This design comes from an exercise in tuning for small area and a short achievable clock period on the open sky130 flow, not from production work. At most, simulation tests tie the RTL to the original design; equivalence was not proved. Power is estimated from default activity; no workload was simulated.

== run 1 ==
==> flow/design.v <==
module top_module (
    input wire clk,
    input wire reset,
    input wire signed [15:0] x_in,
    input wire signed [15:0] d_in,
    output wire signed [15:0] y_out
);
    reg [15:0] d0;                  
    reg [15:0] dl [1:15];           
    reg        p1, n1;              
    reg        p16, n16;            
    reg [15:0] rz;
    reg [15:1] rp, rn;
    reg [15:0] y;
    reg        ep, en;              
    reg        kp, kn;              
    reg [3:0]  cnt;                 
    reg        v15;                 
    integer i;
    wire [15:0] d15 = v15 ? dl[15] : 16'd0;
    wire        p15 = (|d15) & ~d15[15];
    wire        n15 = d15[15];
    function [15:0] add16(input [15:0] a, input [15:0] b, input ci);
        reg [15:0] p, g, gg, pp;
        integer k, st;
        begin
            p = a ^ b;
            g = a & b;
            gg = g;
            pp = p;
            gg[0] = g[0] | (p[0] & ci);
            for (st = 1; st < 16; st = st * 2)
                for (k = 2 * st - 1; k < 16; k = k + 2 * st) begin
                    gg[k] = gg[k] | (pp[k] & gg[k-st]);
                    pp[k] = pp[k] & pp[k-st];
                end
            for (st = 4; st >= 1; st = st / 2)
                for (k = 3 * st - 1; k < 16; k = k + 2 * st) begin
                    gg[k] = gg[k] | (pp[k] & gg[k-st]);
                    pp[k] = pp[k] & pp[k-st];
                end
            add16 = p ^ {gg[14:0], ci};
        end
    endfunction
    function [15:0] upd(input [15:0] r, input [15:0] x0, input [15:0] x15,
                        input s0, input s15);
        reg [15:0] a, b, s, c;
        begin
            a = x0 ^ {16{s0}};
            b = x15 ^ {16{s15}};
            s = r ^ a ^ b;
            c = (r & a) | (r & b) | (a & b);
            upd = s + {c[14:0], s0} + s15;
        end
    endfunction
    wire [15:0] rpf = {rp, rz[0]};
    wire [15:0] rnf = {rn, rz[0]};
    wire [15:0] rpn = upd(rpf, d0, d15, ~p1, p16);
    wire [15:0] rnn = upd(rnf, d0, d15, ~n1, n16);
    wire [15:0] rzn = upd(rz, d0, d15, 1'b1, 1'b0);
    wire [15:0] rk = kp ? rpf : (kn ? rnf : rz);
    wire        m  = kp ? ~p1 : (kn ? ~n1 : 1'b1);
    wire [15:0] yn = rk + (d0 ^ {16{m}}) + m;
    wire        eneg = add16(d_in, ~y, 1'b1) >> 15;    
    wire        enz  = |(d_in ^ y);                   
    always @(posedge clk or posedge reset) begin
        if (reset) begin
            d0  <= 16'd0;
            p1  <= 1'b0;
            n1  <= 1'b0;
            p16 <= 1'b0;
            n16 <= 1'b0;
            rz  <= 16'd0;
            rp  <= 15'd0;
            rn  <= 15'd0;
            y   <= 16'd0;
            ep  <= 1'b0;
            en  <= 1'b0;
            kp  <= 1'b0;
            kn  <= 1'b0;
            cnt <= 4'd0;
            v15 <= 1'b0;
        end else begin
            d0  <= x_in;
            p1  <= (|d0) & ~d0[15];
            n1  <= d0[15];
            p16 <= p15;
            n16 <= n15;
            rz  <= rzn;
            rp  <= rpn[15:1];
            rn  <= rnn[15:1];
            y   <= yn;
            ep  <= enz & ~eneg;
            en  <= eneg;
            kp  <= ep;
            kn  <= en;
            if (!v15) cnt <= cnt + 4'd1;
            if (cnt == 4'd14) v15 <= 1'b1;
        end
    end
    always @(posedge clk) begin
        dl[1] <= d0;
        for (i = 2; i < 16; i = i + 1)
            dl[i] <= dl[i-1];
    end
    assign y_out = y;
endmodule
export LEC_CHECK = 0
export CAP_MARGIN = 20
export CORE_MARGIN = 2
export CORE_UTILIZATION = 45
export SLEW_MARGIN = 20
create_clock -name core_clock -period 12.5 [get_ports {clk}]
standard.sh (not shown) runs the stock make flow with config.mk's settings and CLKGATE_MAP_FILE= SYNTH_SCRIPT=/design/flow/synth_recipe.tcl, a recipe that flattens the netlist after the stock synthesis.
==> flow/flow/run.sh <==
#!/bin/bash
# Standard ORFS layout (the standard.sh), with two changes to how it is made:
# - repair_timing aims for setup slack beyond the clock's own (SETUP_SLACK_MARGIN),
#   so the layout is optimised for a shorter achieved period;
# - port buffers are a plain buffer cell instead of the resizer's default pick.
# The clock period and constraints are the standard flow's, unchanged.
set -euo pipefail
export SETUP_SLACK_MARGIN=${SETUP_SLACK_MARGIN_OVERRIDE:-9.0}
export BUFFER_PORTS_ARGS="-buffer_cell sky130_fd_sc_hd__buf_2"
bash standard.sh > make_standard.log 2>&1
The following lists how run 2 was set up differently from run 1:
==> flow/design.v <==
module top_module (
    input wire clk,
    input wire reset,
    input wire signed [15:0] x_in,
    input wire signed [15:0] d_in,
    output wire signed [15:0] y_out
);
    reg [15:0] d0;                  
    reg [15:0] dl [1:15];           
    reg        p1, n1;              
    reg        p16, n16;            
    reg [15:0] rz;
    reg [15:1] rp, rn;
    reg [15:0] y;
    reg        ep, en;              
    reg        kp, kn;              
    reg [3:0]  cnt;                 
    integer i;
    wire        v15 = &cnt;
    wire [15:0] d15 = v15 ? dl[15] : 16'd0;
    wire        p15 = (|d15) & ~d15[15];
    wire        n15 = d15[15];
    function [15:0] upd(input [15:0] r, input [15:0] x0, input [15:0] x15,
                        input s0, input s15);
        reg [15:0] a, b, s, c;
        begin
            a = x0 ^ {16{s0}};
            b = x15 ^ {16{s15}};
            s = r ^ a ^ b;
            c = (r & a) | (r & b) | (a & b);
            upd = s + {c[14:0], s0} + s15;
        end
    endfunction
    wire [15:0] rpf = {rp, rz[0]};
    wire [15:0] rnf = {rn, rz[0]};
    wire [15:0] rpn = upd(rpf, d0, d15, ~p1, p16);
    wire [15:0] rnn = upd(rnf, d0, d15, ~n1, n16);
    wire [15:0] rzn = upd(rz, d0, d15, 1'b1, 1'b0);
    wire [15:0] rk = kp ? rpf : (kn ? rnf : rz);
    wire        m  = kp ? ~p1 : (kn ? ~n1 : 1'b1);
    wire [15:0] yn = rk + (d0 ^ {16{m}}) + m;
    wire [15:0] e = d_in - y;
    always @(posedge clk or posedge reset) begin
        if (reset) begin
            d0  <= 16'd0;
            p1  <= 1'b0;
            n1  <= 1'b0;
            p16 <= 1'b0;
            n16 <= 1'b0;
            rz  <= 16'd0;
            rp  <= 15'd0;
            rn  <= 15'd0;
            y   <= 16'd0;
            ep  <= 1'b0;
            en  <= 1'b0;
            kp  <= 1'b0;
            kn  <= 1'b0;
            cnt <= 4'd0;
        end else begin
            d0  <= x_in;
            p1  <= (|d0) & ~d0[15];
            n1  <= d0[15];
            p16 <= p15;
            n16 <= n15;
            rz  <= rzn;
            rp  <= rpn[15:1];
            rn  <= rnn[15:1];
            y   <= yn;
            ep  <= (|e) & ~e[15];
            en  <= e[15];
            kp  <= ep;
            kn  <= en;
            if (!v15) cnt <= cnt + 4'd1;
        end
    end
    always @(posedge clk) begin
        dl[1] <= d0;
        for (i = 2; i < 16; i = i + 1)
            dl[i] <= dl[i-1];
    end
    assign y_out = y;
endmodule
==> results.txt <==
Looking at total power after layout across run 2 and run 1, the one that comes out lower is run 1.
Comparing multi-input logic area for run 2 and run 1, the bigger number came from run 2.
Run 1 → run 2: sequential cell count went down 1, worst hold slack across all endpoints picked up an extra 0.0098 ns, HPWL after detailed placement picked up an extra about 1.1%, post-synth net total has increased.
Run 2 vs run 1: count of clock-buffer cells in the layout down
Measured against each other, run 2 and run 1 differ in clock skew, the higher figure coming from run 1.
Run 2 ended up with sky130_fd_sc_hd__fa_2 as its critical-path cell with the highest stage delay; run 1 ended up with sky130_fd_sc_hd__dfrtp_1.
Diff run 1 -> run 2: worst setup slack fell 0.71 ns, finished layout cell area rose 11%.
On synthesis-to-finish area growth: run 2 sits above run 1.
Looking at final period demand of the worst path, run 2 sits 0.71 ns above run 1.

---

top_module, a different RTL version from the one above (not shown whole).
Size in the first run: about 870 cells after synthesis, about 12000 um2 of cells after synthesis.
==> module top_module, before the edit <==
module top_module (
    input wire clk,
    input wire reset,
    input wire signed [15:0] x_in,
    input wire signed [15:0] d_in,
    output wire signed [15:0] y_out
);
    reg [15:0] d0;                  
    reg [15:0] dl [1:15];           
    reg        p1, n1;              
    reg        p16, n16;            
    reg [15:0] rz;
    reg [15:1] rp, rn;
    reg [4:1]  cz, cp, cn;          
    reg [15:0] y;
    reg        ep, en;              
    reg        kp, kn;              
    reg [3:0]  cnt;                 
    reg        v15;                 
    integer i;
    wire [15:0] d15 = v15 ? dl[15] : 16'd0;
    wire        p15 = (|d15) & ~d15[15];
    wire        n15 = d15[15];
    function [15:0] add16(input [15:0] a, input [15:0] b, input ci);
        reg [15:0] p, g, gg, pp;
        integer k, st;
        begin
            p = a ^ b;
            g = a & b;
            gg = g;
            pp = p;
            gg[0] = g[0] | (p[0] & ci);
            for (st = 1; st < 16; st = st * 2)
                for (k = 2 * st - 1; k < 16; k = k + 2 * st) begin
                    gg[k] = gg[k] | (pp[k] & gg[k-st]);
                    pp[k] = pp[k] & pp[k-st];
                end
            for (st = 4; st >= 1; st = st / 2)
                for (k = 3 * st - 1; k < 16; k = k + 2 * st) begin
                    gg[k] = gg[k] | (pp[k] & gg[k-st]);
                    pp[k] = pp[k] & pp[k-st];
                end
            add16 = p ^ {gg[14:0], ci};
        end
    endfunction
    function [4:0] rip(input [3:0] a, input [3:0] b, input ci, input integer n);
        reg [4:0] c;
        integer k;
        begin
            c = 5'd0;
            c[0] = ci;
            for (k = 0; k < n; k = k + 1)
                c[k+1] = (a[k] & b[k]) | (a[k] & c[k]) | (b[k] & c[k]);
            rip = {c[n], (a ^ b ^ c[3:0])};
        end
    endfunction
    function [19:0] acc(input [15:0] r, input [4:1] rc, input [15:0] x,
                        input s);
        reg [15:0] a;
        reg [4:0]  b0, b1, b2, b3, b4;
        begin
            a = x ^ {16{s}};
            b0 = rip({1'b0, r[2:0]}, {1'b0, a[2:0]}, s, 3);
            b1 = rip({1'b0, r[5:3]}, {1'b0, a[5:3]}, rc[1], 3);
            b2 = rip({1'b0, r[8:6]}, {1'b0, a[8:6]}, rc[2], 3);
            b3 = rip({1'b0, r[11:9]}, {1'b0, a[11:9]}, rc[3], 3);
            b4 = rip(r[15:12], a[15:12], rc[4], 4);
            acc = {b3[4], b2[4], b1[4], b0[4],
                   b4[3:0], b3[2:0], b2[2:0], b1[2:0], b0[2:0]};
        end
    endfunction
    wire [15:0] rpf = {rp, rz[0]};
    wire [15:0] rnf = {rn, rz[0]};
    wire [19:0] vp  = acc(rpf, cp, d0, ~p1);
    wire [19:0] vn  = acc(rnf, cn, d0, ~n1);
    wire [19:0] vz  = acc(rz, cz, d0, 1'b1);
    wire [19:0] rpn = acc(vp[15:0], vp[19:16], d15, p16);
    wire [19:0] rnn = acc(vn[15:0], vn[19:16], d15, n16);
    wire [19:0] rzn = acc(vz[15:0], vz[19:16], d15, 1'b0);
    wire [19:0] vk = kp ? vp : (kn ? vn : vz);
    wire [15:0] yn = vk[15:0] + {3'd0, vk[19], 2'd0, vk[18], 2'd0, vk[17], 2'd0, vk[16], 3'd0};
    wire        eneg = add16(d_in, ~y, 1'b1) >> 15;    
    wire        enz  = |(d_in ^ y);                   
    always @(posedge clk or posedge reset) begin
        if (reset) begin
            d0  <= 16'd0;
            p1  <= 1'b0;
            n1  <= 1'b0;
            p16 <= 1'b0;
            n16 <= 1'b0;
            rz  <= 16'd0;
            rp  <= 15'd0;
            rn  <= 15'd0;
            cz  <= 4'd0;
            cp  <= 4'd0;
            cn  <= 4'd0;
            y   <= 16'd0;
            ep  <= 1'b0;
            en  <= 1'b0;
            kp  <= 1'b0;
            kn  <= 1'b0;
            cnt <= 4'd0;
            v15 <= 1'b0;
        end else begin
            d0  <= x_in;
            p1  <= (|d0) & ~d0[15];
            n1  <= d0[15];
            p16 <= p15;
            n16 <= n15;
            rz  <= rzn[15:0];
            rp  <= rpn[15:1];
            rn  <= rnn[15:1];
            cz  <= rzn[19:16];
            cp  <= rpn[19:16];
            cn  <= rnn[19:16];
            y   <= yn;
            ep  <= enz & ~eneg;
            en  <= eneg;
            kp  <= ep;
            kn  <= en;
            if (!v15) cnt <= cnt + 4'd1;
            if (cnt == 4'd14) v15 <= 1'b1;
        end
    end
    always @(posedge clk) begin
        dl[1] <= d0;
        for (i = 2; i < 16; i = i + 1)
            dl[i] <= dl[i-1];
    end
    assign y_out = y;
endmodule
Settings: LEC_CHECK=0, CAP_MARGIN=20, CORE_MARGIN=2, CORE_UTILIZATION=45, SLEW_MARGIN=20; clock period 12.5 ns.
==> flow/flow/run.sh <==
#!/bin/bash
# The standard ORFS layout (standard.sh: standard synthesis, floorplan,
# placement, CTS, routing), with three changes to how the layout is made:
# - repair_timing aims for setup slack beyond the clock's own (SETUP_SLACK_MARGIN),
#   so the layout is optimised for a shorter achieved period;
# - port buffers are a plain buf_2 instead of the resizer's default pick;
# - CTS: clkbuf_16 root, clkbuf_8 leaf buffers, no dummy loads, smaller clusters.
# The clock period and constraints (constraint.sdc) are the standard flow's, unchanged.
# make's full output goes to make_standard.log; each ORFS step logs to orfs/logs.
set -euo pipefail
export SETUP_SLACK_MARGIN=9.0
export BUFFER_PORTS_ARGS="-buffer_cell sky130_fd_sc_hd__buf_2"
export CTS_ARGS="-sink_clustering_enable -repair_clock_nets -dont_use_dummy_load -root_buf sky130_fd_sc_hd__clkbuf_16 -buf_list sky130_fd_sc_hd__clkbuf_8 -sink_clustering_size 16 -sink_clustering_max_diameter 50"
bash standard.sh > make_standard.log 2>&1
Rerun with:
--- a/flow/design.v
+++ b/flow/design.v
@@ -11,7 +11,7 @@
     reg        p16, n16;            
     reg [15:0] rz;
     reg [15:1] rp, rn;
-    reg [4:1]  cz, cp, cn;          
+    reg [3:1]  cz, cp, cn;          
     reg [15:0] y;
     reg        ep, en;              
     reg        kp, kn;              
@@ -43,42 +43,39 @@
             add16 = p ^ {gg[14:0], ci};
         end
     endfunction
-    function [4:0] rip(input [3:0] a, input [3:0] b, input ci, input integer n);
+    function [4:0] rip4(input [3:0] a, input [3:0] b, input ci);
         reg [4:0] c;
         integer k;
         begin
-            c = 5'd0;
             c[0] = ci;
-            for (k = 0; k < n; k = k + 1)
+            for (k = 0; k < 4; k = k + 1)
                 c[k+1] = (a[k] & b[k]) | (a[k] & c[k]) | (b[k] & c[k]);
-            rip = {c[n], (a ^ b ^ c[3:0])};
+            rip4 = {c[4], a ^ b ^ c[3:0]};
         end
     endfunction
-    function [19:0] acc(input [15:0] r, input [4:1] rc, input [15:0] x,
+    function [18:0] acc(input [15:0] r, input [3:1] rc, input [15:0] x,
                         input s);
         reg [15:0] a;
-        reg [4:0]  b0, b1, b2, b3, b4;
+        reg [4:0]  b0, b1, b2, b3;
         begin
             a = x ^ {16{s}};
-            b0 = rip({1'b0, r[2:0]}, {1'b0, a[2:0]}, s, 3);
-            b1 = rip({1'b0, r[5:3]}, {1'b0, a[5:3]}, rc[1], 3);
-            b2 = rip({1'b0, r[8:6]}, {1'b0, a[8:6]}, rc[2], 3);
-            b3 = rip({1'b0, r[11:9]}, {1'b0, a[11:9]}, rc[3], 3);
-            b4 = rip(r[15:12], a[15:12], rc[4], 4);
-            acc = {b3[4], b2[4], b1[4], b0[4],
-                   b4[3:0], b3[2:0], b2[2:0], b1[2:0], b0[2:0]};
+            b0 = rip4(r[3:0], a[3:0], s);
+            b1 = rip4(r[7:4], a[7:4], rc[1]);
+            b2 = rip4(r[11:8], a[11:8], rc[2]);
+            b3 = rip4(r[15:12], a[15:12], rc[3]);
+            acc = {b2[4], b1[4], b0[4], b3[3:0], b2[3:0], b1[3:0], b0[3:0]};
         end
     endfunction
     wire [15:0] rpf = {rp, rz[0]};
     wire [15:0] rnf = {rn, rz[0]};
-    wire [19:0] vp  = acc(rpf, cp, d0, ~p1);
-    wire [19:0] vn  = acc(rnf, cn, d0, ~n1);
-    wire [19:0] vz  = acc(rz, cz, d0, 1'b1);
-    wire [19:0] rpn = acc(vp[15:0], vp[19:16], d15, p16);
-    wire [19:0] rnn = acc(vn[15:0], vn[19:16], d15, n16);
-    wire [19:0] rzn = acc(vz[15:0], vz[19:16], d15, 1'b0);
-    wire [19:0] vk = kp ? vp : (kn ? vn : vz);
-    wire [15:0] yn = vk[15:0] + {3'd0, vk[19], 2'd0, vk[18], 2'd0, vk[17], 2'd0, vk[16], 3'd0};
+    wire [18:0] vp  = acc(rpf, cp, d0, ~p1);
+    wire [18:0] vn  = acc(rnf, cn, d0, ~n1);
+    wire [18:0] vz  = acc(rz, cz, d0, 1'b1);
+    wire [18:0] rpn = acc(vp[15:0], vp[18:16], d15, p16);
+    wire [18:0] rnn = acc(vn[15:0], vn[18:16], d15, n16);
+    wire [18:0] rzn = acc(vz[15:0], vz[18:16], d15, 1'b0);
+    wire [18:0] vk = kp ? vp : (kn ? vn : vz);
+    wire [15:0] yn = vk[15:0] + {3'd0, vk[18], 3'd0, vk[17], 3'd0, vk[16], 4'd0};
     wire        eneg = add16(d_in, ~y, 1'b1) >> 15;    
     wire        enz  = |(d_in ^ y);                   
     always @(posedge clk or posedge reset) begin
@@ -91,9 +88,9 @@
             rz  <= 16'd0;
             rp  <= 15'd0;
             rn  <= 15'd0;
-            cz  <= 4'd0;
-            cp  <= 4'd0;
-            cn  <= 4'd0;
+            cz  <= 3'd0;
+            cp  <= 3'd0;
+            cn  <= 3'd0;
             y   <= 16'd0;
             ep  <= 1'b0;
             en  <= 1'b0;
@@ -110,9 +107,9 @@
             rz  <= rzn[15:0];
             rp  <= rpn[15:1];
             rn  <= rnn[15:1];
-            cz  <= rzn[19:16];
-            cp  <= rpn[19:16];
-            cn  <= rnn[19:16];
+            cz  <= rzn[18:16];
+            cp  <= rpn[18:16];
+            cn  <= rnn[18:16];
             y   <= yn;
             ep  <= enz & ~eneg;
             en  <= eneg;
Result: Via count fell by 3.9%; total power is lower by 1.1%; core utilization increases by 1.8 points; routed wire length came out lower by 3.2%; final cell count drops by 2.6%; global-route usage is higher by 0.35 points; combinational power shrinks by about 3%; area after synthesis decreases by 2.1%; die area is lower by 2.1%; hold slack degrades by 34 ps; non-clock buffer count increases by 13; final area is higher by 0.71%.
The RTL of the second run of this note was laid out without a check of its function.

==> afterwards: timing with drivers on the ports <==
Ports are ideal in the flow. The routed layouts listed here were re-timed in OpenROAD.
Step 1 (the two cells are an assumption about what drives the block):
set clk [get_ports {clk}]
set_driving_cell -lib_cell sky130_fd_sc_hd__clkbuf_16 $clk
set_driving_cell -lib_cell sky130_fd_sc_hd__buf_2 [delete_from_list [all_inputs] $clk]
Step 2 moves the port delays by t, midway between the first and last clock arrival at a register: inputs arrive t later, outputs are due t later. That takes back most of the time a late clock gives input paths.
Three values: ideal, step 1, step 2; two values: the first two.
| run | shift t [ns] | setup slack, ns | hold slack, ns | worst data-port slew with drivers (ns) |
|---|---|---|---|---|
| run 1 | 0.559 | 8.955 / 8.908 / 8.595 | 0.312 / 0.312 / 0.312 | 0.04 |
| run 2 | 0.560 | 8.246 / 8.256 / 7.696 | 0.322 / 0.322 / 0.322 | 0.05 |
| the first run of note 2 | 0.523 | 8.969 / 8.923 / 8.588 | 0.312 / 0.312 / 0.312 | 0.04 |
| the second run of note 2 | 0.543 | 8.951 / 8.920 / 8.564 | 0.278 / 0.278 / 0.278 | 0.04 |
After both steps setup and hold are still met in every run listed. The setup slack of run 2, which loses most, moves by +0.010 ns with the drivers and by -0.550 ns with both steps.
